Source: an optimization exercise on an open RTL-to-GDS flow (aim: small area, a short achievable clock period and few clock cycles). Production flows keep margins and buffers that such runs may drop.
Where RTL was checked, it was by simulation tests only, not by an equivalence proof against the original.
For runs 6 and 7, only the layout was checked, not whether the RTL still works.
Power is estimated from default activity; no workload was simulated.

File: flow/flow/run.sh
#!/bin/bash
# Layout flow: the standard flow, with Yosys's full/half-adder extraction off
# so that ABC maps the adders itself, and plain buffers on the ports.
set -e
echo "export ADDER_MAP_FILE =" >> config.mk
echo "export BUFFER_PORTS_ARGS = -buffer_cell sky130_fd_sc_hd__buf_1" >> config.mk
bash standard.sh > standard.log 2>&1
File: flow/standard.sh
#!/bin/bash
# synth_recipe.tcl (not shown) runs the flow's synth.tcl, then flattens the netlist and writes it again
# the make line also repeats each setting of config.mk as NAME=value (left out here)
make -C /OpenROAD-flow-scripts/flow DESIGN_CONFIG=/design/flow/config.mk WORK_HOME=/design/flow/orfs CLKGATE_MAP_FILE= SYNTH_SCRIPT=/design/flow/synth_recipe.tcl "${@:-finish}"
File: flow/config.mk
export PLATFORM = sky130hd
export DESIGN_NAME = viterbi_hamming
export DESIGN_NICKNAME = viterbi_hamming
export VERILOG_FILES = /design/flow/design.v
export SDC_FILE = /design/flow/constraint.sdc
export NUM_CORES = 4
export LEC_CHECK = 0
export ABC_AREA = 1
export CAP_MARGIN = 20
export CORE_MARGIN = 2
export CORE_UTILIZATION = 60
export CTS_BUF_LIST = sky130_fd_sc_hd__clkbuf_8
export CTS_CLUSTER_SIZE = 30
export SLEW_MARGIN = 20
export ADDER_MAP_FILE =
export BUFFER_PORTS_ARGS = -buffer_cell sky130_fd_sc_hd__buf_1
File: flow/constraint.sdc
create_clock -name core_clock -period 15.0 [get_ports {clk}]
set_input_delay 3.0000 -clock core_clock [delete_from_list [all_inputs] [get_ports {clk}]]
set_output_delay 3.0000 -clock core_clock [all_outputs]
set_load 0.01 [all_outputs]
File: flow/design.v
module vh_addsub #(parameter W = 8, parameter SUB = 0) (a, b, s);
  input  [W-1:0] a, b;
  output [W:0]   s;
  wire [W:0] x = {a[W-1], a};
  wire [W:0] y = {b[W-1], b} ^ {(W+1){SUB[0]}};
  wire [W+1:0] c;
  assign c[0] = SUB[0];
  genvar i;
  generate
    for (i = 0; i <= W; i = i + 1) begin : bit_
      assign s[i]   = x[i] ^ y[i] ^ c[i];
      assign c[i+1] = (x[i] & y[i]) | (c[i] & (x[i] ^ y[i]));
    end
  endgenerate
endmodule
module vh_addu #(parameter W = 9) (a, b, ci, s);
  input  [W-1:0] a, b;
  input          ci;
  output [W:0]   s;
  wire [W:0] c;
  assign c[0] = ci;
  genvar i;
  generate
    for (i = 0; i < W; i = i + 1) begin : bit_
      assign s[i]   = a[i] ^ b[i] ^ c[i];
      assign c[i+1] = (a[i] & b[i]) | (c[i] & (a[i] ^ b[i]));
    end
  endgenerate
  assign s[W] = c[W];
endmodule
module vh_gt #(parameter W = 11) (a, b, gt);
  input  [W-1:0] a, b;
  output         gt;
  wire [W:0] c;
  assign c[0] = 1'b0;
  genvar i;
  generate
    for (i = 0; i < W; i = i + 1) begin : bit_
      assign c[i+1] = (a[i] & ~b[i]) | (c[i] & ~(a[i] ^ b[i]));
    end
  endgenerate
  assign gt = c[W];
endmodule
module vh_pair (x, y, s, sx, sy);
  input  [9:0] x, y;
  output [9:0] s;
  output       sx, sy;
  assign sx = x[9];
  assign sy = y[9];
  vh_addu #(9) add (.a(x[8:0] ^ {9{sx}}), .b(y[8:0] ^ {9{sy}}), .ci(sx), .s(s));
endmodule
module viterbi_hamming (clk, reset, in_valid, r, out_valid, cw, metric);
  input         clk;
  input         reset;
  input         in_valid;
  input  [63:0] r;
  output reg        out_valid;
  output reg [7:0]  cw;
  output reg [10:0] metric;
  reg [63:0] r_q;
  reg        v_q, v2_q;
  wire [7:0] x0 = r_q[7:0],   x1 = r_q[15:8],  x2 = r_q[23:16], x3 = r_q[39:32];
  wire [7:0] x4 = r_q[31:24], x5 = r_q[47:40], x6 = r_q[55:48], x7 = r_q[63:56];
  wire [8:0] a0, a1, a2, a3, a4, a5, a6, a7;
  vh_addsub #(8, 0) s1_0 (.a(x0), .b(x1), .s(a0));
  vh_addsub #(8, 1) s1_1 (.a(x0), .b(x1), .s(a1));
  vh_addsub #(8, 0) s1_2 (.a(x2), .b(x3), .s(a2));
  vh_addsub #(8, 1) s1_3 (.a(x2), .b(x3), .s(a3));
  vh_addsub #(8, 0) s1_4 (.a(x4), .b(x5), .s(a4));
  vh_addsub #(8, 1) s1_5 (.a(x4), .b(x5), .s(a5));
  vh_addsub #(8, 0) s1_6 (.a(x6), .b(x7), .s(a6));
  vh_addsub #(8, 1) s1_7 (.a(x6), .b(x7), .s(a7));
  wire [9:0] b0, b1, b2, b3, b4, b5, b6, b7;
  vh_addsub #(9, 0) s2_0 (.a(a0), .b(a2), .s(b0));
  vh_addsub #(9, 0) s2_1 (.a(a1), .b(a3), .s(b1));
  vh_addsub #(9, 1) s2_2 (.a(a0), .b(a2), .s(b2));
  vh_addsub #(9, 1) s2_3 (.a(a1), .b(a3), .s(b3));
  vh_addsub #(9, 0) s2_4 (.a(a4), .b(a6), .s(b4));
  vh_addsub #(9, 0) s2_5 (.a(a5), .b(a7), .s(b5));
  vh_addsub #(9, 1) s2_6 (.a(a4), .b(a6), .s(b6));
  vh_addsub #(9, 1) s2_7 (.a(a5), .b(a7), .s(b7));
  wire [9:0] s0, s1, s2, s3;
  wire sx0, sx1, sx2, sx3, sy0, sy1, sy2, sy3;
  vh_pair p0 (.x(b0), .y(b4), .s(s0), .sx(sx0), .sy(sy0));
  vh_pair p1 (.x(b1), .y(b5), .s(s1), .sx(sx1), .sy(sy1));
  vh_pair p2 (.x(b2), .y(b6), .s(s2), .sx(sx2), .sy(sy2));
  vh_pair p3 (.x(b3), .y(b7), .s(s3), .sx(sx3), .sy(sy3));
  reg [9:0] s0_q, s1_q, s2_q, s3_q;
  reg [3:0] sx_q, sy_q;
  wire [10:0] k0 = {s0_q, sy_q[0]}, k1 = {s1_q, sy_q[1]};
  wire [10:0] k2 = {s2_q, sy_q[2]}, k3 = {s3_q, sy_q[3]};
  wire [3:0]  hiv = sx_q ^ sy_q;
  wire g10, g20, g30, g21, g31, g32;
  vh_gt #(11) c10 (.a(k1), .b(k0), .gt(g10));
  vh_gt #(11) c20 (.a(k2), .b(k0), .gt(g20));
  vh_gt #(11) c30 (.a(k3), .b(k0), .gt(g30));
  vh_gt #(11) c21 (.a(k2), .b(k1), .gt(g21));
  vh_gt #(11) c31 (.a(k3), .b(k1), .gt(g31));
  vh_gt #(11) c32 (.a(k3), .b(k2), .gt(g32));
  wire [3:0] w;
  assign w[0] = ~g10 & ~g20 & ~g30;
  assign w[1] =  g10 & ~g21 & ~g31;
  assign w[2] =  g20 &  g21 & ~g32;
  assign w[3] =  g30 &  g31 &  g32;
  wire [10:0] mk = ({11{w[0]}} & k0) | ({11{w[1]}} & k1) | ({11{w[2]}} & k2) | ({11{w[3]}} & k3);
  wire hi = |(w & hiv);
  wire sg = |(w & sx_q);
  wire [2:0] a = {hi, w[2] | w[3], w[1] | w[3]};
  wire [10:0] mag = {1'b0, mk[10:1]} + {10'd0, mk[0]};
  wire a0b = ~sg;
  wire [7:0] c;
  assign c[0] = a0b;                          
  assign c[1] = a[0] ^ a0b;                   
  assign c[2] = a[1] ^ a0b;                   
  assign c[4] = a[0] ^ a[1] ^ a0b;            
  assign c[3] = a[2] ^ a0b;                   
  assign c[5] = a[2] ^ a[0] ^ a0b;            
  assign c[6] = a[2] ^ a[1] ^ a0b;            
  assign c[7] = a[2] ^ a[1] ^ a[0] ^ a0b;     
  always @(posedge clk) begin
    if (reset) begin
      v_q <= 1'b0;
      v2_q <= 1'b0;
      out_valid <= 1'b0;
    end else begin
      v_q <= in_valid;
      v2_q <= v_q;
      out_valid <= v2_q;
    end
    r_q <= r;
    s0_q <= s0;
    s1_q <= s1;
    s2_q <= s2;
    s3_q <= s3;
    sx_q <= {sx3, sx2, sx1, sx0};
    sy_q <= {sy3, sy2, sy1, sy0};
    cw <= c;
    metric <= mag;
  end
endmodule
==> flow_metrics.py, run 1 <==
metrics = {
    "global_routing": {
        "grt-ovfl-total": 0,
        "grt_max_degree": 17,
        "grtUsageTotal_pct": 27.5,
        "grt_pass1_vias": 9046,
        "grt_pass1_wl_mm": 40.5,
        "antenna_found_initial": 0,
    },
    "critical_path": {
        "critical_path_class": "reg -> out",
        "slowest_delay_ns": 0.32,
        "critPathArrivalTime_ns": 0.93,
        "cp_max_fo": 1,
        "end_kind": "output pin",
        "path_cells": "buf_1",
        "cp.required_ns": 12.00,
        "cp_top_family": "flip-flops",
        "crit_path_start_kind": "register",
        "worst-path-buf-inv": 1,
        "slowest_stage": "dfxtp_1",
    },
    "synthesis": {
        "synth_edf_count": 0,
        "synth_top_cells_by_area": "dfxtp_1 (25%), nand2_1 (22%), xor2_1 (7.6%)",
        "synth_top_area_share_pct": 25.4,
        "synth_area_um2": 10600,
        "synthFlopType": "dfxtp_1",
        "synth_most_common_cell": "nand2_1",
        "ys_top_cells_by_count": "nand2_1 (606), inv_1 (202), dfxtp_1 (134)",
        "async_flop_share_pct": 0,
        "synth.distinct_cells": 44,
        "yosysTopAreaCell": "dfxtp_1",
        "syn_inst": 1663,
        "synth.avg_cell_area_um2": 6.36,
        "synth_seq_cells": 134,
        "synth-seq-area-share_pct": 25.4,
        "synth_warnings": 1,
        "syn_nets": 1730,
    },
    "final_layout": {
        "fin_cells": 2002,
        "fin_area_um2": 11500,
        "utilization_pct": 66.8,
        "area_growth_pct": 8.86,
        "nets": 1831,
        "diodes": 0,
        "layout-drive-gt1-share_pct": 15.8,
    },
    "run": {
        "cap_viol_max_count": 0,
    },
    "floorplanning": {
        "die_area_um2": 18700,
        "core.rowCount": 48,
        "core_um2": 17200,
        "die_x_um": 137,
        "io-pin-count": 87,
        "die_h_um": 137,
        "start_util_pct": 61.4,
    },
    "detailed_routing": {
        "drt-total-wl_mm": 24.5,
        "drt_iter0_drc": 496,
        "drt_pass1_iterations": 5,
        "wl_per_cell_um": 12.2,
        "drt-vias-per-instance": 4.94,
        "vias": 9884,
        "post-route-drc-count": 0,
        "ant_nets": 0,
    },
    "timing": {
        "fin_crit_ns": 3.93,
        "worst_pin_slew_ns": 0.755,
        "whs_ns": 0.409,
        "fin_crit_sh_pct": 26.2,
        "slew_headroom_pct": 49.1,
        "hold_viol_final": 0,
        "slew_viol_final": 0,
        "fmax_mhz": 254,
        "worst_slack_ns": 11.07,
        "fin_skew_ns": 0.0128,
        "timing.setup.tns_ns": 0,
        "rsz0062_at_grt": "false",
        "setup_viol": 0,
    },
    "cts": {
        "post_cts_buffers": 0,
        "cts_made_buffers": 17,
        "clkSinkCount": 134,
        "cts_tree": "done",
        "clockRootBuffer": "clkbuf_8",
        "cts_hold_buf": 0,
        "h-tree-depth": 4,
        "clkTransAtPathRegs_ns": 0.10,
        "clk_latency_ns": 0.46,
        "cts_max_path_buffers": 2,
        "cts_resized": 0,
    },
    "power": {
        "fin_total_pwr_mw": 2.50,
        "p_comb_share_pct": 65.5,
        "p_per_area_nw_per_um2": 217,
        "ir_worst_vdd_mv": 0.165,
        "clock_power_share_pct": 11.9,
        "internal_power_mw": 1.21,
        "seq_power_share_pct": 22.7,
        "p_switching_mw": 1.29,
        "leakagePower_nw": 6.37,
        "p_sw_share_pct": 51.7,
    },
    "placed_design": {
        "portBuffers": 86,
        "dpl_worst_slack_ns": 11.17,
        "dp_hpwl_mm": 20.7,
        "gp_congestion": 0.905,
        "placed_cell_area_um2": 11100,
        "dpl.cell_count": 1970,
    },
    "outcome": {
        "status": "timing/DRC/antenna clean",
    },
    "hold_path": {
        "worstHoldPathType": "reg -> reg",
    },
}
==> cell families (layout without fill, tap and decap cells) <==
family	Yosys count	count (layout)	synth area share, %
AOI/OAI and AO/OA	117	117	7.37
xor gates and xnor gates	163	163	14.0
adders and majority gates	2	2	0.189
buffers and inverters	253	367	9.31
DFF	134	134	25.4
and+or+nand+nor	994	994	43.8
==> metal layers <==
layer | track usage [%] | share of wire, % | vias up
met3 | 3.96 | 3.2 | 43
met5 | 0 | 0 | -
met4 | 11.5 | 3.4 | 0
met2 | 45.4 | 45 | 178
met1 | 35.9 | 48 | 4336
li1 | - | - | 5327
==> power by group through the flow <==
stage | Sequential [mW] | Clock [mW] | Combinational [mW]
finish | 0.565 | 0.296 | 1.63
detailed placement | 0.571 | 0 | 1.63
global placement | 0.572 | 0 | 1.60
global route | 0.581 | 0.317 | 1.84
floorplan | 0.557 | 0 | 1.31
CTS | 0.563 | 0.304 | 1.63
==> final timing paths <==
kind / from / end / slack, ns / cells past startpoint
max: cw[4] / cw[4] / 11.07 / 1
min: v_q / v2_q / 0.41 / 2
max reg2reg: s2_q[0] / metric[8] / 11.09 / 21
min reg2reg: v_q / v2_q / 0.41 / 2
==> cell type report <==
cell class                      instances  area, µm²
Sequential cell                       134       2680
Multi-Input combinational cell       1276       6910
Inverter                              248        931
Clock inverter                         14        131
Timing Repair Buffer                   87        330
Fill cell                            1650       5720
Tap cell                              225        282
Clock buffer                           18        248
==> registers in the layout, summed over array words and instances (netlist names) <==
register / flops
cw: 8
sx_q: 4
s3_q: 10
s2_q: 10
s1_q: 10
metric: 11
sy_q: 4
out_valid: 1
r_q: 64
s0_q: 10
v2_q: 1
v_q: 1
==> layout by cell type (no fill, tap or decap), types with 17 or more instances in the layout <==
| cell | n |
|---|---|
| a21oi_1 | 19 |
| buf_1 | 86 |
| clkbuf_8 | 18 |
| dfxtp_1 | 134 |
| inv_1 | 202 |
| inv_2 | 45 |
| nand2_1 | 606 |
| nand2_2 | 116 |
| nand2_4 | 29 |
| nand3_1 | 117 |
| nor2_1 | 70 |
| o21ai_0 | 30 |
| o221ai_1 | 18 |
| o22ai_1 | 17 |
| or2_2 | 17 |
| xnor2_1 | 64 |
| xor2_1 | 92 |
Testbench counts, summed over its fixed seeds: cycles 32,016.
==> run 2: changes to the inputs <==
--- a/flow/config.mk
+++ b/flow/config.mk
@@ -8,9 +8,11 @@
 export ABC_AREA = 1
 export CAP_MARGIN = 20
 export CORE_MARGIN = 2
-export CORE_UTILIZATION = 60
+export CORE_UTILIZATION = 40
 export CTS_BUF_LIST = sky130_fd_sc_hd__clkbuf_8
-export CTS_CLUSTER_SIZE = 30
+export CTS_CLUSTER_DIAMETER = 200
+export CTS_CLUSTER_SIZE = 50
+export PLACE_DENSITY = 0.75
 export SLEW_MARGIN = 20
 export ADDER_MAP_FILE =
 export BUFFER_PORTS_ARGS = -buffer_cell sky130_fd_sc_hd__buf_1
==> flow_metrics.py, run 2 <==
metrics = {
    "critical_path": {
        "critPathArrivalTime_ns": 4.37,
        "crit_path_start_kind": "register",
        "cpMostUsedCell": "nand3_1",
        "worst-path-buf-inv": 1,
        "slowest_delay_ns": 0.75,
        "path_cells": "inv_1 -> maj3_1 -> o21ai_0 -> o221ai_1 -> o221ai_1 -> nand3_1 -> o221ai_1 -> nand3_1 -> o221ai_1 -> nand3_1 -> nand2_1 -> nand3_1 -> nor2_1 -> nand2_1 -> o21ai_0 -> nor2_1 -> o21ai_0 -> nand2_1 -> nor2_1 -> nand3_1 -> xor2_1",
        "end_kind": "register",
        "cp.required_ns": 15.36,
        "slowest_stage": "nor2_1",
        "critical_path_class": "reg -> reg",
        "cp_top_family": "simple AND/OR/NAND/NOR gates",
        "cp_max_fo": 13,
    },
    "detailed_routing": {
        "drt-vias-per-instance": 4.67,
        "wl_per_cell_um": 11.8,
        "post-route-drc-count": 0,
        "ant_nets": 0,
        "drt_iter0_drc": 426,
        "drt_pass1_iterations": 5,
        "drt-total-wl_mm": 24.9,
        "vias": 9856,
    },
    "synthesis": {
        "async_flop_share_pct": 0,
        "synth.avg_cell_area_um2": 6.36,
        "synth_seq_cells": 134,
        "synth_edf_count": 0,
        "synth_most_common_cell": "nand2_1",
        "syn_nets": 1730,
        "ys_top_cells_by_count": "nand2_1 (606), inv_1 (202), dfxtp_1 (134)",
        "synth_top_cells_by_area": "dfxtp_1 (25%), nand2_1 (22%), xor2_1 (7.6%)",
        "synth_top_area_share_pct": 25.4,
        "synth-seq-area-share_pct": 25.4,
        "syn_inst": 1663,
        "yosysTopAreaCell": "dfxtp_1",
        "synthFlopType": "dfxtp_1",
        "synth.distinct_cells": 44,
        "synth_warnings": 1,
        "synth_area_um2": 10600,
    },
    "timing": {
        "whs_ns": 0.407,
        "rsz0062_at_grt": "false",
        "fin_crit_ns": 4.01,
        "hold_viol_final": 0,
        "fin_skew_ns": 0.0236,
        "slew_headroom_pct": 33.9,
        "fin_crit_sh_pct": 26.7,
        "worst_pin_slew_ns": 0.988,
        "slew_viol_final": 0,
        "timing.setup.tns_ns": 0,
        "fmax_mhz": 250,
        "setup_viol": 0,
    },
    "global_routing": {
        "grt_pass1_wl_mm": 42.0,
        "grt-ovfl-total": 0,
        "grt_pass1_vias": 9239,
        "grt_max_degree": 17,
        "antenna_found_initial": 0,
        "grtUsageTotal_pct": 18.4,
    },
    "final_layout": {
        "layout-drive-gt1-share_pct": 15.7,
        "final_common_cell": "nand2_1",
        "top_register": "r_q",
        "fin_cells": 2110,
        "multiInputGateArea_um2": 6910,
        "mostFrequentLayoutCells": "nand2_1 (606), inv_1 (203), dfxtp_1 (134)",
        "reg.largest.list": "r_q x64, metric x11",
        "fin_area_um2": 11700,
        "area_growth_pct": 10.6,
        "largest_register_ffs": 64,
        "ff_latch_area_um2": 2680,
        "nFillCells": 2708,
        "utilization_pct": 45.0,
        "nets": 1830,
        "diodes": 0,
    },
    "placed_design": {
        "dpl.cell_count": 2079,
        "dp_hpwl_mm": 20.9,
        "placed_cell_area_um2": 11300,
        "portBuffers": 86,
        "gp_congestion": 0.888,
    },
    "cts": {
        "cts_tree": "done",
        "cts_hold_buf": 0,
        "clockRootBuffer": "clkbuf_8",
        "cts_made_buffers": 17,
        "cts_resized": 0,
        "h-tree-depth": 4,
        "post_cts_buffers": 0,
        "clkSinkCount": 134,
        "clk_latency_ns": 0.48,
        "cts_max_path_buffers": 2,
        "clkTransAtPathRegs_ns": 0.09,
    },
    "outcome": {
        "status": "timing/DRC/antenna clean",
    },
    "floorplanning": {
        "die_x_um": 167,
        "core.rowCount": 59,
        "die_area_um2": 27800,
        "core_um2": 26000,
        "start_util_pct": 40.7,
        "die_h_um": 167,
        "io-pin-count": 87,
    },
    "hold_path": {
        "worstHoldPathType": "reg -> reg",
    },
    "power": {
        "ir_worst_vdd_mv": 0.132,
        "leakagePower_nw": 6.39,
        "p_per_area_nw_per_um2": 218,
    },
    "run": {
        "cap_viol_max_count": 0,
    },
}
run 2: worst reg2reg max path, stage by stage (launching register included):
cell and delay [ns]:
dfxtp_1 0.40, inv_1 0.11, maj3_1 0.35, o21ai_0 0.09
o221ai_1 0.16, o221ai_1 0.10, nand3_1 0.09, o221ai_1 0.08
nand3_1 0.09, o221ai_1 0.10, nand3_1 0.11, nand2_1 0.10
nand3_1 0.08, nor2_1 0.75, nand2_1 0.10, o21ai_0 0.16
nor2_1 0.06, o21ai_0 0.19, nand2_1 0.16, nor2_1 0.32
nand3_1 0.15, xor2_1 0.16
run 2: final cells by class:
cell class | count | area share (%)
clock buffer | 17 | 2.00
clock inverter | 14 | 1.70
inverter | 248 | 7.96
multi-input combinational | 1276 | 59.1
sequential | 134 | 22.9
tap | 335 | 3.58
timing repair buffer | 86 | 2.76
run 2: routing by layer:
metal / vias to the layer above / wire (µm) / GRT usage, % / share of wire, %
met2: 213 / 11300 / 30.8 / 46
met5: - / 0 / 0 / 0
met4: 0 / 723 / 7.01 / 2.9
li1: 5319 / - / - / -
met3: 43 / 1070 / 2.99 / 4.3
met1: 4281 / 11700 / 23.7 / 47
run 2: cell families (layout without fill, tap and decap cells):
kind of cell	count (synthesis)	in the layout	synth area share, %
AOI/OAI and AO/OA	117	117	7.37
xor gates and xnor gates	163	163	14.0
adders and majority gates	2	2	0.189
buffers and inverters	253	365	9.31
DFF	134	134	25.4
and+or+nand+nor	994	994	43.8
run 2: metrics by stage:
step / worst slack [ns] / power [mW]
4_1_cts: 11.03 / 2.55
2_1_floorplan: 11.67 / 1.86
3_3_place_gp: 11.04 / 2.16
6_report: 10.99 / 2.55
5_1_grt: 10.61 / 2.80
3_5_place_dp: 11.05 / 2.20
run 2: power by group:
part | total, mW | internal [mW] | leakage, nW | switching, mW
logic | 1.63 | 0.601 | 5.04 | 1.03
registers | 0.571 | 0.476 | 1.13 | 0.0942
clock network | 0.344 | 0.183 | 0.223 | 0.161
total | 2.55 | 1.26 | 6.39 | 1.29
run 2: final timing paths:
| path | from | endpoint | slack (ns) | depth (start not counted) |
|---|---|---|---|---|
| worst max-delay path | s0_q[0] | metric[7] | 10.99 | 21 |
| worst min-delay path | v2_q | out_valid | 0.41 | 2 |
| worst max register to register | s0_q[0] | metric[7] | 10.99 | 21 |
| worst min register to register | v2_q | out_valid | 0.41 | 2 |
==> run 3: changes to the inputs <==
--- a/flow/config.mk
+++ b/flow/config.mk
@@ -12,7 +12,6 @@
 export CTS_BUF_LIST = sky130_fd_sc_hd__clkbuf_8
 export CTS_CLUSTER_DIAMETER = 200
 export CTS_CLUSTER_SIZE = 50
-export PLACE_DENSITY = 0.75
 export SLEW_MARGIN = 20
 export ADDER_MAP_FILE =
 export BUFFER_PORTS_ARGS = -buffer_cell sky130_fd_sc_hd__buf_1
==> flow_metrics.py, run 3 <==
metrics = {
    "outcome": {
        "status": "timing/DRC/antenna clean",
    },
    "timing": {
        "slew_viol_final": 0,
        "fin_crit_ns": 3.91,
        "fmax_mhz": 255,
        "whs_ns": 0.400,
        "timing.setup.tns_ns": 0,
        "worst_pin_slew_ns": 0.715,
        "setup_viol": 0,
        "fin_skew_ns": 0.0201,
        "rsz0062_at_grt": "false",
        "slew_headroom_pct": 51.8,
        "hold_viol_final": 0,
        "fin_crit_sh_pct": 26.1,
    },
    "critical_path": {
        "cp_top_family": "flip-flops",
        "cp_max_fo": 1,
        "crit_path_start_kind": "register",
        "reg2reg_from": "r_q[33]",
        "slowest_stage": "dfxtp_1",
        "ff2ff_setup_slack_ns": 11.13,
        "end_kind": "output pin",
        "slowest_delay_ns": 0.32,
        "cp.required_ns": 12.00,
        "worst-path-buf-inv": 1,
        "critPathArrivalTime_ns": 0.91,
        "reg2regPathDepth": 40,
        "path_cells": "buf_1",
        "reg2reg_to": "s2_q[9]",
        "critical_path_class": "reg -> out",
    },
    "power": {
        "p_switching_mw": 1.28,
        "p_per_area_nw_per_um2": 216,
        "clock_power_share_pct": 12.7,
        "p_comb_share_pct": 64.8,
        "ir_worst_vdd_mv": 0.122,
        "p_sw_share_pct": 50.6,
        "internal_power_mw": 1.25,
        "seq_power_share_pct": 22.5,
        "leakagePower_nw": 6.37,
    },
    "floorplanning": {
        "core.rowCount": 59,
        "start_util_pct": 40.7,
        "die_x_um": 167,
        "io-pin-count": 87,
        "die_area_um2": 27800,
        "die_h_um": 167,
        "core_um2": 26000,
    },
    "detailed_routing": {
        "drt_iter0_drc": 431,
        "vias": 9709,
        "drt_pass1_iterations": 4,
        "drt-vias-per-instance": 4.60,
        "post-route-drc-count": 0,
        "wl_per_cell_um": 11.9,
        "drt-total-wl_mm": 25.0,
        "ant_nets": 0,
    },
    "synthesis": {
        "synth_warnings": 1,
        "ys_top_cells_by_count": "nand2_1 (606), inv_1 (202), dfxtp_1 (134)",
        "synth_top_area_share_pct": 25.4,
        "synthFlopType": "dfxtp_1",
        "synth_top_cells_by_area": "dfxtp_1 (25%), nand2_1 (22%), xor2_1 (7.6%)",
        "synth.avg_cell_area_um2": 6.36,
        "syn_nets": 1730,
        "async_flop_share_pct": 0,
        "yosysTopAreaCell": "dfxtp_1",
        "synth_most_common_cell": "nand2_1",
        "synth.distinct_cells": 44,
        "synth_area_um2": 10600,
        "synth_seq_cells": 134,
        "synth_edf_count": 0,
        "syn_inst": 1663,
        "synth-seq-area-share_pct": 25.4,
    },
    "final_layout": {
        "reg.largest.list": "r_q x64, metric x11",
        "final_common_cell": "nand2_1",
        "diodes": 0,
        "fin_cells": 2110,
        "largest_register_ffs": 64,
        "mostFrequentLayoutCells": "nand2_1 (606), inv_1 (202), dfxtp_1 (134)",
        "layout-drive-gt1-share_pct": 15.7,
        "top_register": "r_q",
        "nets": 1831,
        "nFillCells": 2718,
        "utilization_pct": 44.9,
        "area_growth_pct": 10.4,
    },
    "cts": {
        "h-tree-depth": 4,
        "clkTransAtPathRegs_ns": 0.08,
        "clkSinkCount": 134,
        "post_cts_buffers": 0,
        "cts_made_buffers": 17,
        "cts_tree": "done",
        "cts_resized": 0,
        "cts_hold_buf": 0,
        "clk_latency_ns": 0.46,
        "clockRootBuffer": "clkbuf_8",
        "cts_max_path_buffers": 2,
    },
    "placed_design": {
        "dpl.cell_count": 2080,
        "gp_congestion": 0.893,
        "portBuffers": 86,
        "dp_hpwl_mm": 21.3,
    },
    "global_routing": {
        "grt_pass1_wl_mm": 42.1,
        "grt_pass1_vias": 9084,
        "grt_max_degree": 17,
        "antenna_found_initial": 0,
        "grtUsageTotal_pct": 18.6,
        "grt-ovfl-total": 0,
    },
    "hold_path": {
        "hp-start": "v_q",
        "min_to": "v2_q",
        "worstHoldPathCells": 2,
        "worstHoldPathType": "reg -> reg",
    },
    "run": {
        "cap_viol_max_count": 0,
    },
}
## run 3: cell counts after synthesis
Identical to the previous run, type by type.
## run 3: power groups by stage
stage	clock network [mW]	registers (mW)	logic (mW)
floorplan	0	0.557	1.31
global placement	0	0.575	1.63
detailed placement	0	0.575	1.64
CTS	0.330	0.567	1.65
global route	0.349	0.584	1.86
finish	0.320	0.569	1.64
## run 3: how the worst max path moves through the flow
stage | from | endpoint | depth (start not counted)
global route | r_q[8] | s1_q[9] | 39
finish | cw[0] | cw[0] | 1
floorplan | cw[0] | cw[0] | 0
global placement | r_q[49] | s3_q[9] | 36
CTS | metric[5] | metric[5] | 1
detailed placement | r_q[49] | s3_q[9] | 39
## run 3: worst register-to-register path: cells and delay by family (launching register included)
family	cells	cell delay [ns]
simple gates	35	2.88
xor+xnor	1	0.28
buf+inv	4	0.26
flops	1	0.37
## run 3: per-layer routing
metal	part of all wire [%]	vias to the layer above	wire length, µm	track usage (%)
met1	50	4202	12500	25.0
met4	2.9	0	734	6.30
met5	0	-	0	0
li1	-	5321	-	-
met2	44	158	10900	30.2
met3	3.3	28	827	3.11
## run 3: metrics by stage
step                power [mW]  worst slack (ns)  cell area, µm²
finish                    2.53             11.09           11700
global route              2.79             10.56           11700
CTS                       2.54             11.04           11700
detailed placement        2.22             11.18           11300
global placement          2.20             11.26           11300
floorplan                 1.86             11.67           10600
## run 3: cell families (layout without fill, tap and decap cells)
logic type / Yosys count / after routing / share of synthesized area (%)
AND/OR/NAND/NOR: 994 / 994 / 43.8
buffers and inverters: 253 / 365 / 9.31
XOR/XNOR: 163 / 163 / 14.0
flip-flops: 134 / 134 / 25.4
AO/OA/AOI/OAI: 117 / 117 / 7.37
adder cells (fa/ha/maj): 2 / 2 / 0.189
## run 3: layout make-up
type | count | area [µm²] | area share, %
Clock buffer | 18 | 248 | 2.12
Clock inverter | 12 | 154 | 1.32
Inverter | 248 | 931 | 7.97
Multi-Input combinational cell | 1276 | 6910 | 59.2
Sequential cell | 134 | 2680 | 23.0
Tap cell | 335 | 419 | 3.59
Timing Repair Buffer | 87 | 330 | 2.83
==> run 4: changes to the inputs <==
--- a/flow/config.mk
+++ b/flow/config.mk
@@ -9,9 +9,9 @@
 export CAP_MARGIN = 20
 export CORE_MARGIN = 2
 export CORE_UTILIZATION = 40
-export CTS_BUF_LIST = sky130_fd_sc_hd__clkbuf_8
+export CTS_BUF_LIST = sky130_fd_sc_hd__clkbuf_16
 export CTS_CLUSTER_DIAMETER = 200
-export CTS_CLUSTER_SIZE = 50
+export CTS_CLUSTER_SIZE = 40
 export SLEW_MARGIN = 20
 export ADDER_MAP_FILE =
 export BUFFER_PORTS_ARGS = -buffer_cell sky130_fd_sc_hd__buf_1
==> flow_metrics.py, run 4 <==
metrics = {
    "global_routing": {
        "grt_pass1_wl_mm": 42.1,
        "grt_pass1_vias": 9102,
        "grtUsageTotal_pct": 18.5,
        "grt_max_degree": 17,
        "grt-ovfl-total": 0,
        "antenna_found_initial": 0,
    },
    "hold_path": {
        "min_to": "v2_q",
        "worstHoldPathType": "reg -> reg",
        "worstHoldPathCells": 2,
        "hp-start": "v_q",
    },
    "synthesis": {
        "syn_inst": 1663,
        "synth_compound_area_share_pct": 7.37,
        "synth_seq_cells": 134,
        "synthAdderAreaFrac_pct": 0.189,
        "synth_edf_count": 0,
        "async_flop_share_pct": 0,
        "synth_top_cells_by_area": "dfxtp_1 (25%), nand2_1 (22%), xor2_1 (7.6%)",
        "syn_nets": 1730,
        "synthSimpleGateAreaFrac_pct": 43.8,
        "synth_top_area_share_pct": 25.4,
        "synth_area_um2": 10600,
        "synth_top_family_by_area": "simple AND/OR/NAND/NOR gates",
        "synth_xor_area_share_pct": 14.0,
        "ys_top_cells_by_count": "nand2_1 (606), inv_1 (202), dfxtp_1 (134)",
        "synth-seq-area-share_pct": 25.4,
        "synthFlopType": "dfxtp_1",
        "synth.avg_cell_area_um2": 6.36,
        "synth_warnings": 1,
        "synth_most_common_cell": "nand2_1",
        "yosysTopAreaCell": "dfxtp_1",
        "muxShareOfSynthArea_pct": 0,
        "synth.distinct_cells": 44,
    },
    "power": {
        "p_per_area_nw_per_um2": 222,
        "leakagePower_nw": 6.45,
        "fin_total_pwr_mw": 2.63,
        "ir_worst_vdd_mv": 0.122,
    },
    "floorplanning": {
        "die_h_um": 167,
        "io-pin-count": 87,
        "core_um2": 26000,
        "core.rowCount": 59,
        "die_x_um": 167,
        "die_area_um2": 27800,
        "start_util_pct": 40.7,
    },
    "cts": {
        "cts_tree": "done",
        "post_cts_buffers": 0,
        "clk_latency_ns": 0.43,
        "cts_max_path_buffers": 2,
        "h-tree-depth": 4,
        "clockRootBuffer": "clkbuf_16",
        "cts_hold_buf": 0,
        "clkTransAtPathRegs_ns": 0.06,
        "clkSinkCount": 134,
        "cts_made_buffers": 17,
        "cts_resized": 0,
    },
    "timing": {
        "worst_pin_slew_ns": 0.720,
        "fin_crit_ns": 3.87,
        "slew_viol_final": 0,
        "rsz0062_at_grt": "false",
        "timing.setup.tns_ns": 0,
        "setup_viol": 0,
        "hold_viol_final": 0,
        "fin_crit_sh_pct": 25.8,
        "fmax_mhz": 258,
        "fin_skew_ns": 0.0138,
        "slew_headroom_pct": 51.5,
        "whs_ns": 0.403,
    },
    "detailed_routing": {
        "drt-vias-per-instance": 4.60,
        "drt-total-wl_mm": 25.0,
        "ant_nets": 0,
        "drt_iter0_drc": 400,
        "vias": 9715,
        "post-route-drc-count": 0,
        "drt_pass1_iterations": 5,
        "wl_per_cell_um": 11.9,
    },
    "final_layout": {
        "largest_register_ffs": 64,
        "nFillCells": 2701,
        "diodes": 0,
        "top_register": "r_q",
        "utilization_pct": 45.6,
        "area_growth_pct": 12.1,
        "reg.largest.list": "r_q x64, metric x11",
        "nets": 1831,
        "layout-drive-gt1-share_pct": 15.7,
        "mostFrequentLayoutCells": "nand2_1 (606), inv_1 (202), dfxtp_1 (134)",
        "final_common_cell": "nand2_1",
    },
    "critical_path": {
        "cp_max_fo": 1,
        "worst-path-buf-inv": 1,
        "reg2reg_to": "s3_q[9]",
        "path_cells": "buf_1",
        "reg2reg_from": "r_q[8]",
        "critical_path_class": "reg -> out",
        "slowest_stage": "dfxtp_1",
        "cp_top_family": "flip-flops",
        "crit_path_start_kind": "register",
        "cp.required_ns": 12.00,
        "slowest_delay_ns": 0.30,
        "reg2regPathDepth": 38,
        "ff2ff_setup_slack_ns": 11.15,
        "end_kind": "output pin",
        "critPathArrivalTime_ns": 0.87,
    },
    "placed_design": {
        "portBuffers": 86,
        "dp_hpwl_mm": 21.3,
        "gp_congestion": 0.893,
    },
    "run": {
        "cap_viol_max_count": 0,
    },
    "outcome": {
        "status": "timing/DRC/antenna clean",
    },
}
==> run 4: changes by cell type in the layout (fill, tap and decap cells not counted), sizes merged <==
cell | previous run | this run
clkbuf | 18 | 17
clkinv | 6 | 7
==> run 4: final cells by class <==
type                            count  area (µm²)  share of cell area (%)
Tap cell                          335         419                    3.54
Clock buffer                       17         425                    3.59
Inverter                          248         931                    7.85
Sequential cell                   134        2680                    22.6
Timing Repair Buffer               87         330                    2.79
Multi-Input combinational cell   1276        6910                    58.3
Clock inverter                     13         158                    1.33
==> run 4: routing by layer <==
| metal | part of all wire (%) | vias to the layer above | global-route usage [%] |
|---|---|---|---|
| met5 | 0 | - | 0 |
| met4 | 3.3 | 0 | 6.82 |
| met3 | 3.1 | 35 | 2.47 |
| met2 | 44 | 163 | 30.2 |
| met1 | 50 | 4196 | 25.0 |
| li1 | - | 5321 | - |
==> run 4: worst min-delay path, delay by kind of cell (launching register included) <==
| kind | cells | cell delay, ns |
|---|---|---|
| DFF | 1 | 0.30 |
| buffers and inverters | 1 | 0.04 |
| and+or+nand+nor | 1 | 0.03 |
==> run 4: through the flow <==
stage               setup slack (ns)  cell area, µm²  cells
floorplan                      11.67           10600   1663
global placement               11.26           11300   2080
detailed placement             11.18           11300   2080
CTS                            11.10           11900   2110
global route                   10.57           11900   2110
finish                         11.13           11900   2110
==> run 4: where the power goes <==
part | internal [mW] | total, mW | switching [mW]
combinational | 0.604 | 1.64 | 1.04
clock | 0.259 | 0.423 | 0.164
sequential | 0.477 | 0.570 | 0.0925
total | 1.34 | 2.63 | 1.29
==> run 4: how the worst max path moves through the flow <==
stage,startpoint,endpoint,slack (ns),cells past startpoint
6_report,metric[5],metric[5],11.13,1
5_1_grt,r_q[8],s1_q[9],10.57,39
4_1_cts,metric[5],metric[5],11.10,1
3_5_place_dp,r_q[49],s3_q[9],11.18,39
3_3_place_gp,r_q[49],s3_q[9],11.26,36
2_1_floorplan,cw[0],cw[0],11.67,0
==> run 4: logic make-up after synthesis <==
logic type / after synthesis
xor+xnor: 163
simple gates: 994
fa+ha+maj: 2
compound gates: 117
flops: 134
buf+inv: 253
==> run 5: changes to the inputs <==
--- a/flow/config.mk
+++ b/flow/config.mk
@@ -9,9 +9,8 @@
 export CAP_MARGIN = 20
 export CORE_MARGIN = 2
 export CORE_UTILIZATION = 40
-export CTS_BUF_LIST = sky130_fd_sc_hd__clkbuf_16
-export CTS_CLUSTER_DIAMETER = 200
-export CTS_CLUSTER_SIZE = 40
+export CTS_BUF_LIST = sky130_fd_sc_hd__clkbuf_8
+export CTS_CLUSTER_SIZE = 30
 export SLEW_MARGIN = 20
 export ADDER_MAP_FILE =
 export BUFFER_PORTS_ARGS = -buffer_cell sky130_fd_sc_hd__buf_1
==> flow_metrics.py, run 5 <==
metrics = {
    "critical_path": {
        "reg2regPathDepth": 40,
        "cp_max_fo": 1,
        "cp.required_ns": 12.00,
        "critical_path_class": "reg -> out",
        "setup.worst_path.start": "cw[0]",
        "reg2reg_from": "r_q[33]",
        "worst-path-buf-inv": 1,
        "crit_path_start_kind": "register",
        "cp-endpoint": "cw[0]",
        "path_cells": "buf_1",
        "slowest_delay_ns": 0.32,
        "ff2ff_setup_slack_ns": 11.13,
        "slowest_stage": "dfxtp_1",
        "critPathArrivalTime_ns": 0.91,
        "cp_top_family": "flip-flops",
        "end_kind": "output pin",
        "path_depth": 1,
        "reg2reg_to": "s2_q[9]",
    },
    "final_layout": {
        "final_common_cell": "nand2_1",
        "top_register": "r_q",
        "reg.largest.list": "r_q x64, metric x11",
        "mostFrequentLayoutCells": "nand2_1 (606), inv_1 (202), dfxtp_1 (134)",
        "utilization_pct": 44.9,
        "nets": 1831,
        "multiInputGateArea_um2": 6910,
        "area_growth_pct": 10.4,
        "nFillCells": 2718,
        "ff_latch_area_um2": 2680,
        "diodes": 0,
        "largest_register_ffs": 64,
        "fin_area_um2": 11700,
        "layout-drive-gt1-share_pct": 15.7,
    },
    "cts": {
        "cts_made_buffers": 17,
        "clkSinkCount": 134,
        "cts_max_path_buffers": 2,
        "h-tree-depth": 4,
        "post_cts_buffers": 0,
        "clk_latency_ns": 0.46,
        "cts_resized": 0,
        "clkTransAtPathRegs_ns": 0.08,
        "cts_hold_buf": 0,
        "cts_tree": "done",
        "clockRootBuffer": "clkbuf_8",
    },
    "timing": {
        "fin_crit_ns": 3.91,
        "rsz0062_at_grt": "false",
        "timing.setup.tns_ns": 0,
        "worst_pin_slew_ns": 0.715,
        "slew_viol_final": 0,
        "fin_skew_ns": 0.0201,
        "fin_crit_sh_pct": 26.1,
        "fmax_mhz": 255,
        "slew_headroom_pct": 51.8,
        "hold_viol_final": 0,
        "setup_viol": 0,
    },
    "floorplanning": {
        "die_x_um": 167,
        "core.rowCount": 59,
        "start_util_pct": 40.7,
        "core_um2": 26000,
        "die_area_um2": 27800,
        "die_h_um": 167,
        "io-pin-count": 87,
    },
    "global_routing": {
        "grt_pass1_wl_mm": 42.1,
        "grtUsageTotal_pct": 18.6,
        "antenna_found_initial": 0,
        "grt-ovfl-total": 0,
        "grt_pass1_vias": 9084,
        "grt_max_degree": 17,
    },
    "detailed_routing": {
        "ant_nets": 0,
        "drt-total-wl_mm": 25.0,
        "post-route-drc-count": 0,
        "drt_iter0_drc": 431,
        "wl_per_cell_um": 11.9,
        "drt-vias-per-instance": 4.60,
        "drt_pass1_iterations": 4,
        "vias": 9709,
    },
    "synthesis": {
        "synth.avg_cell_area_um2": 6.36,
        "yosysTopAreaCell": "dfxtp_1",
        "synth.distinct_cells": 44,
        "synth_seq_cells": 134,
        "synth_xor_area_share_pct": 14.0,
        "synthFlopType": "dfxtp_1",
        "ys_top_cells_by_count": "nand2_1 (606), inv_1 (202), dfxtp_1 (134)",
        "async_flop_share_pct": 0,
        "synth_most_common_cell": "nand2_1",
        "synth_top_cells_by_area": "dfxtp_1 (25%), nand2_1 (22%), xor2_1 (7.6%)",
        "synth_warnings": 1,
        "synthAdderAreaFrac_pct": 0.189,
        "muxShareOfSynthArea_pct": 0,
        "synth-seq-area-share_pct": 25.4,
        "synthSimpleGateAreaFrac_pct": 43.8,
        "synth_compound_area_share_pct": 7.37,
        "synth_top_area_share_pct": 25.4,
        "syn_nets": 1730,
        "synth_top_family_by_area": "simple AND/OR/NAND/NOR gates",
        "syn_inst": 1663,
        "synth_area_um2": 10600,
        "synth_edf_count": 0,
    },
    "placed_design": {
        "portBuffers": 86,
        "dp_hpwl_mm": 21.3,
        "placed_cell_area_um2": 11300,
        "gp_congestion": 0.893,
    },
    "power": {
        "p_switching_mw": 1.28,
        "ir_worst_vdd_mv": 0.122,
        "p_per_area_nw_per_um2": 216,
        "p_sw_share_pct": 50.6,
        "leakagePower_nw": 6.37,
        "p_comb_share_pct": 64.8,
        "clock_power_share_pct": 12.7,
        "seq_power_share_pct": 22.5,
        "fin_total_pwr_mw": 2.53,
        "internal_power_mw": 1.25,
    },
    "hold_path": {
        "worstHoldPathType": "reg -> reg",
    },
    "outcome": {
        "status": "timing/DRC/antenna clean",
    },
    "run": {
        "cap_viol_max_count": 0,
    },
}
## run 5: kinds of logic after synthesis
group | after synthesis
AND/OR/NAND/NOR | 994
buffers and inverters | 253
AO/OA/AOI/OAI | 117
adder cells (fa/ha/maj) | 2
XOR/XNOR | 163
flip-flops | 134
## run 5: worst min-delay path by stage
stage / endpoint / cells past startpoint / startpoint / slack [ns]
after global routing: out_valid / 2 / v2_q / 0.42
after CTS: v2_q / 2 / v_q / 0.41
after global placement: v2_q / 2 / v_q / 0.39
after detailed placement: out_valid / 2 / v2_q / 0.40
final: v2_q / 2 / v_q / 0.40
after floorplan: out_valid / 2 / v2_q / 0.39
## run 5: power by group through the flow
stage	Clock [mW]	Sequential (mW)	Combinational (mW)
after detailed placement	0	0.575	1.64
final	0.320	0.569	1.64
after CTS	0.330	0.567	1.65
after floorplan	0	0.557	1.31
after global routing	0.349	0.584	1.86
after global placement	0	0.575	1.63
## run 5: cell type report
type                    instances  share of cell area (%)
inverters                     248                    7.97
flip-flops and latches        134                    23.0
clock buffers                  18                    2.12
well taps                     335                    3.59
repair buffers                 87                    2.83
clock inverters                12                    1.32
multi-input cells            1276                    59.2
## run 5: routing by layer
metal | vias up | global-route usage (%) | part of all wire (%)
met2 | 158 | 30.2 | 44
met4 | 0 | 6.30 | 2.9
li1 | 5321 | - | -
met1 | 4202 | 25.0 | 50
met5 | - | 0 | 0
met3 | 28 | 3.11 | 3.3
## run 5: metrics by stage
| stage | hold WS [ns] | setup WS, ns | cells |
|---|---|---|---|
| final | 0.400 | 11.09 | 2110 |
| after global routing | 0.420 | 10.56 | 2110 |
| after CTS | 0.408 | 11.04 | 2110 |
| after detailed placement | 0.395 | 11.18 | 2080 |
| after global placement | 0.391 | 11.26 | 2080 |
| after floorplan | 0.388 | 11.67 | 1663 |
==> run 6: changes to the inputs <==
--- a/flow/design.v
+++ b/flow/design.v
@@ -90,22 +90,17 @@
   wire [10:0] k0 = {s0_q, sy_q[0]}, k1 = {s1_q, sy_q[1]};
   wire [10:0] k2 = {s2_q, sy_q[2]}, k3 = {s3_q, sy_q[3]};
   wire [3:0]  hiv = sx_q ^ sy_q;
-  wire g10, g20, g30, g21, g31, g32;
+  wire g10, g32, g;
   vh_gt #(11) c10 (.a(k1), .b(k0), .gt(g10));
-  vh_gt #(11) c20 (.a(k2), .b(k0), .gt(g20));
-  vh_gt #(11) c30 (.a(k3), .b(k0), .gt(g30));
-  vh_gt #(11) c21 (.a(k2), .b(k1), .gt(g21));
-  vh_gt #(11) c31 (.a(k3), .b(k1), .gt(g31));
   vh_gt #(11) c32 (.a(k3), .b(k2), .gt(g32));
-  wire [3:0] w;
-  assign w[0] = ~g10 & ~g20 & ~g30;
-  assign w[1] =  g10 & ~g21 & ~g31;
-  assign w[2] =  g20 &  g21 & ~g32;
-  assign w[3] =  g30 &  g31 &  g32;
-  wire [10:0] mk = ({11{w[0]}} & k0) | ({11{w[1]}} & k1) | ({11{w[2]}} & k2) | ({11{w[3]}} & k3);
-  wire hi = |(w & hiv);
-  wire sg = |(w & sx_q);
-  wire [2:0] a = {hi, w[2] | w[3], w[1] | w[3]};
+  wire [10:0] m01 = g10 ? k1 : k0;
+  wire [10:0] m23 = g32 ? k3 : k2;
+  vh_gt #(11) cf (.a(m23), .b(m01), .gt(g));
+  wire [10:0] mk = g ? m23 : m01;
+  wire [1:0] j = {g, g ? g32 : g10};
+  wire hi = hiv[j];
+  wire sg = sx_q[j];
+  wire [2:0] a = {hi, j};
   wire [10:0] mag = {1'b0, mk[10:1]} + {10'd0, mk[0]};
   wire a0b = ~sg;
   wire [7:0] c;
==> flow_metrics.py, run 6 <==
metrics = {
    "outcome": {
        "status": "timing/DRC/antenna clean",
    },
    "placed_design": {
        "portBuffers": 86,
        "gp_congestion": 0.857,
        "dpl_worst_slack_ns": 10.97,
        "dp_hpwl_mm": 19.5,
    },
    "final_layout": {
        "multiInputGateArea_um2": 6580,
        "ff_latch_area_um2": 2680,
        "reg.largest.list": "r_q x64, metric x11",
        "mostFrequentLayoutCells": "nand2_1 (549), inv_1 (230), nand2_2 (183)",
        "top_register": "r_q",
        "nets": 1782,
        "nFillCells": 2722,
        "area_growth_pct": 10.3,
        "diodes": 0,
        "largest_register_ffs": 64,
        "final_common_cell": "nand2_1",
        "layout-drive-gt1-share_pct": 17.4,
    },
    "detailed_routing": {
        "drt-vias-per-instance": 4.41,
        "post-route-drc-count": 0,
        "drt_iter0_drc": 374,
        "vias": 9078,
        "ant_nets": 0,
        "drt-total-wl_mm": 22.9,
        "drt_pass1_iterations": 5,
        "wl_per_cell_um": 11.1,
    },
    "critical_path": {
        "cpMostUsedCell": "nand2_1",
        "slowest_delay_ns": 0.49,
        "cp.required_ns": 15.36,
        "end_kind": "register",
        "crit_path_start_kind": "register",
        "slowest_stage": "o21ai_0",
        "worst-path-buf-inv": 2,
        "critPathArrivalTime_ns": 4.42,
        "cp_max_fo": 24,
        "cp_top_family": "simple AND/OR/NAND/NOR gates",
        "critical_path_class": "reg -> reg",
    },
    "timing": {
        "slew_viol_final": 0,
        "setup_viol": 0,
        "fmax_mhz": 247,
        "fin_skew_ns": 0.0151,
        "slew_headroom_pct": 56.1,
        "worst_pin_slew_ns": 0.652,
        "timing.setup.tns_ns": 0,
        "fin_crit_ns": 4.05,
        "fin_crit_sh_pct": 27.0,
        "worst_slack_ns": 10.95,
        "rsz0062_at_grt": "false",
        "whs_ns": 0.405,
        "hold_viol_final": 0,
    },
    "synthesis": {
        "syn_inst": 1620,
        "ys_top_cells_by_count": "nand2_1 (549), inv_1 (230), nand2_2 (183)",
        "synth_most_common_cell": "nand2_1",
        "synth_area_um2": 10300,
        "synth_top_area_share_pct": 26.0,
        "synth_top_cells_by_area": "dfxtp_1 (26%), nand2_1 (20%), nand2_2 (11%)",
        "synth_edf_count": 0,
        "async_flop_share_pct": 0,
        "synth.avg_cell_area_um2": 6.36,
        "synth.distinct_cells": 37,
        "synth_warnings": 1,
        "synth_seq_cells": 134,
        "synth-seq-area-share_pct": 26.0,
        "yosysTopAreaCell": "dfxtp_1",
        "syn_nets": 1687,
        "synthFlopType": "dfxtp_1",
    },
    "power": {
        "p_per_area_nw_per_um2": 241,
        "ir_worst_vdd_mv": 0.157,
        "fin_total_pwr_mw": 2.74,
        "leakagePower_nw": 6.31,
    },
    "cts": {
        "post_cts_buffers": 0,
        "clockRootBuffer": "clkbuf_8",
        "cts_tree": "done",
        "cts_made_buffers": 17,
        "cts_resized": 0,
        "clkSinkCount": 134,
        "h-tree-depth": 4,
        "cts_hold_buf": 0,
        "clkTransAtPathRegs_ns": 0.09,
        "cts_max_path_buffers": 2,
        "clk_latency_ns": 0.46,
    },
    "global_routing": {
        "antenna_found_initial": 0,
        "grt_pass1_wl_mm": 38.3,
        "grtUsageTotal_pct": 18.0,
        "grt-ovfl-total": 0,
        "grt_pass1_vias": 8452,
        "grt_max_degree": 25,
    },
    "floorplanning": {
        "die_x_um": 165,
        "core.rowCount": 58,
        "die_area_um2": 27100,
        "die_h_um": 165,
        "core_um2": 25300,
        "io-pin-count": 87,
        "start_util_pct": 40.8,
    },
    "run": {
        "cap_viol_max_count": 0,
    },
    "hold_path": {
        "worstHoldPathType": "reg -> reg",
    },
}
run 6: final timing paths:
kind,start,to,slack (ns),depth (start not counted)
setup / recovery,sy_q[2],cw[7],10.95,33
hold / removal,v_q,v2_q,0.40,2
setup reg to reg,sy_q[2],cw[7],10.95,33
hold reg to reg,v_q,v2_q,0.40,2
run 6: area by class of cell:
class,count,area share [%]
multi-input combinational,1221,57.8
sequential,134,23.6
inverter,255,8.41
tap,330,3.63
timing repair buffer,86,2.84
clock buffer,19,2.30
clock inverter,13,1.40
run 6: per-stage QoR:
stage / util, % / instance area (µm²) / instances
6_report: 45.1 / 11400 / 2058
5_1_grt: 45.1 / 11400 / 2058
4_1_cts: 45.1 / 11400 / 2058
3_5_place_dp: 43.4 / 11000 / 2026
3_3_place_gp: 43.4 / 11000 / 2026
2_1_floorplan: - / 10300 / 1620
run 6: kinds of logic (layout without fill, tap and decap cells):
kind of cell    after synthesis  after routing  synth area share (%)
simple gates                951            951                  43.2
mux                           1              1                 0.109
compound gates               96             96                  5.58
buf+inv                     265            373                  10.2
xor+xnor                    173            173                  15.0
flops                       134            134                  26.0
run 6: worst reg2reg max path: cells and delay by family (launching register included):
family / cells / cell delay [ns]
buf+inv: 2 / 0.11
simple gates: 24 / 2.41
compound gates: 7 / 1.06
flops: 1 / 0.38
run 6: report_power, final:
group / switching (mW) / total (mW) / leakage (nW) / internal, mW
registers: 0.0508 / 0.537 / 1.13 / 0.486
clock network: 0.166 / 0.328 / 0.208 / 0.162
logic: 1.21 / 1.87 / 4.98 / 0.661
total: 1.43 / 2.74 / 6.31 / 1.31
run 6: per-layer routing:
metal,GRT usage (%),share of wire [%],vias to the layer above,routed length [µm]
li1,-,-,5070,-
met2,31.5,46,127,10500
met3,2.36,2.6,25,606
met1,22.8,49,3856,11300
met4,5.65,2.2,0,497
met5,0,0,-,0
==> run 7: changes to the inputs <==
--- a/flow/design.v
+++ b/flow/design.v
@@ -85,23 +85,32 @@
   vh_pair p1 (.x(b1), .y(b5), .s(s1), .sx(sx1), .sy(sy1));
   vh_pair p2 (.x(b2), .y(b6), .s(s2), .sx(sx2), .sy(sy2));
   vh_pair p3 (.x(b3), .y(b7), .s(s3), .sx(sx3), .sy(sy3));
-  reg [9:0] s0_q, s1_q, s2_q, s3_q;
+  wire par = b0[0] ^ b4[0];
+  reg [8:0] s0_q, s1_q, s2_q, s3_q;
   reg [3:0] sx_q, sy_q;
-  wire [10:0] k0 = {s0_q, sy_q[0]}, k1 = {s1_q, sy_q[1]};
-  wire [10:0] k2 = {s2_q, sy_q[2]}, k3 = {s3_q, sy_q[3]};
+  reg       par_q;
+  wire [3:0]  t  = sy_q & {4{~par_q}};
+  wire [9:0] k0 = {s0_q, t[0]}, k1 = {s1_q, t[1]};
+  wire [9:0] k2 = {s2_q, t[2]}, k3 = {s3_q, t[3]};
   wire [3:0]  hiv = sx_q ^ sy_q;
-  wire g10, g32, g;
-  vh_gt #(11) c10 (.a(k1), .b(k0), .gt(g10));
-  vh_gt #(11) c32 (.a(k3), .b(k2), .gt(g32));
-  wire [10:0] m01 = g10 ? k1 : k0;
-  wire [10:0] m23 = g32 ? k3 : k2;
-  vh_gt #(11) cf (.a(m23), .b(m01), .gt(g));
-  wire [10:0] mk = g ? m23 : m01;
-  wire [1:0] j = {g, g ? g32 : g10};
-  wire hi = hiv[j];
-  wire sg = sx_q[j];
-  wire [2:0] a = {hi, j};
-  wire [10:0] mag = {1'b0, mk[10:1]} + {10'd0, mk[0]};
+  wire g10, g20, g30, g21, g31, g32;
+  vh_gt #(10) c10 (.a(k1), .b(k0), .gt(g10));
+  vh_gt #(10) c20 (.a(k2), .b(k0), .gt(g20));
+  vh_gt #(10) c30 (.a(k3), .b(k0), .gt(g30));
+  vh_gt #(10) c21 (.a(k2), .b(k1), .gt(g21));
+  vh_gt #(10) c31 (.a(k3), .b(k1), .gt(g31));
+  vh_gt #(10) c32 (.a(k3), .b(k2), .gt(g32));
+  wire [3:0] w;
+  assign w[0] = ~g10 & ~g20 & ~g30;
+  assign w[1] =  g10 & ~g21 & ~g31;
+  assign w[2] =  g20 &  g21 & ~g32;
+  assign w[3] =  g30 &  g31 &  g32;
+  wire [9:0] mk = ({10{w[0]}} & k0) | ({10{w[1]}} & k1) | ({10{w[2]}} & k2) | ({10{w[3]}} & k3);
+  wire hi = |(w & hiv);
+  wire sg = |(w & sx_q);
+  wire [2:0] a = {hi, w[2] | w[3], w[1] | w[3]};
+  wire [9:0] half = {1'b0, mk[9:1]} + {9'd0, mk[0]};
+  wire [10:0] mag = {half, par_q};
   wire a0b = ~sg;
   wire [7:0] c;
   assign c[0] = a0b;                          
@@ -123,10 +132,11 @@
       out_valid <= v2_q;
     end
     r_q <= r;
-    s0_q <= s0;
-    s1_q <= s1;
-    s2_q <= s2;
-    s3_q <= s3;
+    s0_q <= s0[9:1];
+    s1_q <= s1[9:1];
+    s2_q <= s2[9:1];
+    s3_q <= s3[9:1];
+    par_q <= par;
     sx_q <= {sx3, sx2, sx1, sx0};
     sy_q <= {sy3, sy2, sy1, sy0};
     cw <= c;
==> flow_metrics.py, run 7 <==
metrics = {
    "global_routing": {
        "grtUsageTotal_pct": 18.6,
        "antenna_found_initial": 0,
        "grt_pass1_vias": 9026,
        "grt-ovfl-total": 0,
        "grt_pass1_wl_mm": 42.1,
        "grt_max_degree": 17,
    },
    "timing": {
        "hold_viol_final": 0,
        "timing.setup.tns_ns": 0,
        "worst_pin_slew_ns": 0.924,
        "fin_crit_ns": 3.94,
        "fin_skew_ns": 0.0136,
        "setup_viol": 0,
        "slew_viol_final": 0,
        "fin_crit_sh_pct": 26.2,
        "slew_headroom_pct": 37.8,
        "worst_slack_ns": 11.06,
        "rsz0062_at_grt": "false",
        "fmax_mhz": 254,
    },
    "floorplanning": {
        "core.rowCount": 59,
        "io-pin-count": 87,
        "core_um2": 25900,
        "die_area_um2": 27600,
        "die_x_um": 166,
        "start_util_pct": 40.6,
        "die_h_um": 166,
    },
    "final_layout": {
        "utilization_pct": 44.9,
        "top_register": "r_q",
        "fin_cells": 2111,
        "layout-drive-gt1-share_pct": 13.2,
        "nFillCells": 2699,
        "final_common_cell": "nand2_1",
        "largest_register_ffs": 64,
        "reg.largest.list": "r_q x64, metric x11",
        "diodes": 0,
        "mostFrequentLayoutCells": "nand2_1 (627), inv_1 (208), dfxtp_1 (131)",
        "area_growth_pct": 10.6,
        "nets": 1830,
    },
    "cts": {
        "cts_resized": 0,
        "cts_hold_buf": 0,
        "clockRootBuffer": "clkbuf_8",
        "cts_max_path_buffers": 2,
        "clk_latency_ns": 0.46,
        "cts_made_buffers": 17,
        "post_cts_buffers": 0,
        "clkTransAtPathRegs_ns": 0.09,
        "h-tree-depth": 4,
        "clkSinkCount": 131,
        "cts_tree": "done",
    },
    "placed_design": {
        "portBuffers": 86,
        "dpl.cell_count": 2079,
        "gp_congestion": 0.866,
        "dpl_worst_slack_ns": 11.10,
        "dp_hpwl_mm": 21.2,
    },
    "critical_path": {
        "cp.required_ns": 12.00,
        "reg2reg_to": "s3_q[8]",
        "critPathArrivalTime_ns": 0.94,
        "reg2reg_from": "r_q[57]",
        "cp-endpoint": "metric[0]",
        "path_depth": 1,
        "path_cells": "buf_1",
        "reg2regPathDepth": 34,
        "slowest_delay_ns": 0.32,
        "critical_path_class": "reg -> out",
        "setup.worst_path.start": "metric[0]",
        "cp_max_fo": 1,
        "crit_path_start_kind": "register",
        "end_kind": "output pin",
        "worst-path-buf-inv": 1,
        "ff2ff_setup_slack_ns": 11.10,
        "slowest_stage": "dfxtp_1",
        "cp_top_family": "flip-flops",
    },
    "synthesis": {
        "synth_top_cells_by_area": "dfxtp_1 (25%), nand2_1 (22%), xor2_1 (8.2%)",
        "synth_seq_cells": 131,
        "synth.avg_cell_area_um2": 6.34,
        "yosysTopAreaCell": "dfxtp_1",
        "synth.distinct_cells": 49,
        "async_flop_share_pct": 0,
        "synth_most_common_cell": "nand2_1",
        "syn_inst": 1661,
        "syn_nets": 1728,
        "synth_area_um2": 10500,
        "synthFlopType": "dfxtp_1",
        "synth_top_area_share_pct": 24.9,
        "synth-seq-area-share_pct": 24.9,
        "synth_edf_count": 0,
        "synth_warnings": 1,
        "ys_top_cells_by_count": "nand2_1 (627), inv_1 (208), dfxtp_1 (131)",
    },
    "detailed_routing": {
        "post-route-drc-count": 0,
        "ant_nets": 0,
        "drt-vias-per-instance": 4.57,
        "drt-total-wl_mm": 25.0,
        "drt_iter0_drc": 387,
        "vias": 9653,
        "wl_per_cell_um": 11.8,
        "drt_pass1_iterations": 5,
    },
    "hold_path": {
        "worstHoldPathType": "reg -> reg",
    },
    "power": {
        "p_sw_share_pct": 50.9,
        "leakagePower_nw": 6.45,
        "ir_worst_vdd_mv": 0.147,
        "p_per_area_nw_per_um2": 204,
        "p_comb_share_pct": 64.0,
        "seq_power_share_pct": 22.8,
        "p_switching_mw": 1.21,
        "internal_power_mw": 1.17,
        "clock_power_share_pct": 13.1,
    },
    "run": {
        "cap_viol_max_count": 0,
    },
    "outcome": {
        "status": "timing/DRC/antenna clean",
    },
}
-- run 7: power by group through the flow --
stage	clock [mW]	sequential, mW	combinational (mW)
2_1_floorplan	0	0.534	1.21
3_3_place_gp	0	0.550	1.51
3_5_place_dp	0	0.549	1.52
4_1_cts	0.322	0.541	1.53
5_1_grt	0.335	0.555	1.72
6_report	0.312	0.542	1.52
-- run 7: through the flow --
stage,power (mW),hold slack (ns),area [µm²]
floorplan,1.75,0.377,10500
global placement,2.06,0.389,11200
detailed placement,2.07,0.395,11200
CTS,2.39,0.412,11600
global route,2.61,0.427,11600
finish,2.37,0.408,11600
-- run 7: how the worst min path moves through the flow --
stage	start	to	slack, ns	cells after the start
global route	par_q	metric[0]	0.43	0
detailed placement	v_q	v2_q	0.40	2
CTS	v2_q	out_valid	0.41	2
floorplan	par_q	metric[0]	0.38	0
global placement	v2_q	out_valid	0.39	2
finish	v2_q	out_valid	0.41	2
-- run 7: kinds of logic (layout without fill, tap and decap cells) --
logic type	after synthesis	count (layout)	share of synthesized area (%)
adders and majority gates	1	1	0.0951
AOI/OAI and AO/OA	120	120	7.48
muxes	1	1	0.0951
buffers and inverters	228	343	8.33
xor gates and xnor gates	170	170	14.4
DFF	131	131	24.9
and+or+nand+nor	1010	1010	44.7
-- run 7: metal layers --
metal	GRT usage (%)	vias up	part of all wire [%]
li1	-	5330	-
met1	24.9	4142	50
met2	30.7	154	44
met3	2.81	27	3.6
met4	6.60	0	2.6
met5	0	-	0
-- run 7: area by class of cell --
cell class,instances,area (µm²),area share [%]
Tap cell,335,419,3.60
Inverter,225,857,7.36
Sequential cell,131,2620,22.5
Clock buffer,17,234,2.01
Timing Repair Buffer,86,323,2.77
Multi-Input combinational cell,1302,7030,60.4
Clock inverter,15,160,1.38

afterwards: timing with drivers on the ports:
No port has a modelled driver above. Below, the same layouts with a new extraction and two added sets of constraints. Step 1, drivers: a clkbuf_16 drives clk and a buf_2 each remaining input, both assumed. Step 2 adds t to the input delays and takes it off the output delays; t is the mean of the earliest and latest rising clock arrival at the registers after step 1. Input paths then give back, and output paths get back, about the clock's delay inside the block. Slacks: ideal / step 1 / step 2; pairs: ideal / step 1.
run | shift t [ns] | slack for setup (ns) | clock arrival spread, ns
run 1 | 0.503 | 11.069 / 11.025 / 11.088 | 0.016 / 0.016
run 2 | 0.513 | 10.995 / 10.995 / 10.995 | 0.024 / 0.024
run 3 | 0.493 | 11.086 / 11.045 / 11.132 | 0.021 / 0.020
run 4 | 0.464 | 11.128 / 11.083 / 11.150 | 0.014 / 0.013
run 5 | 0.493 | 11.086 / 11.045 / 11.132 | 0.021 / 0.020
run 6 | 0.499 | 10.947 / 10.947 / 10.947 | 0.015 / 0.015
run 7 | 0.502 | 11.065 / 11.018 / 11.100 | 0.014 / 0.015
After both steps every run listed still meets setup and hold.
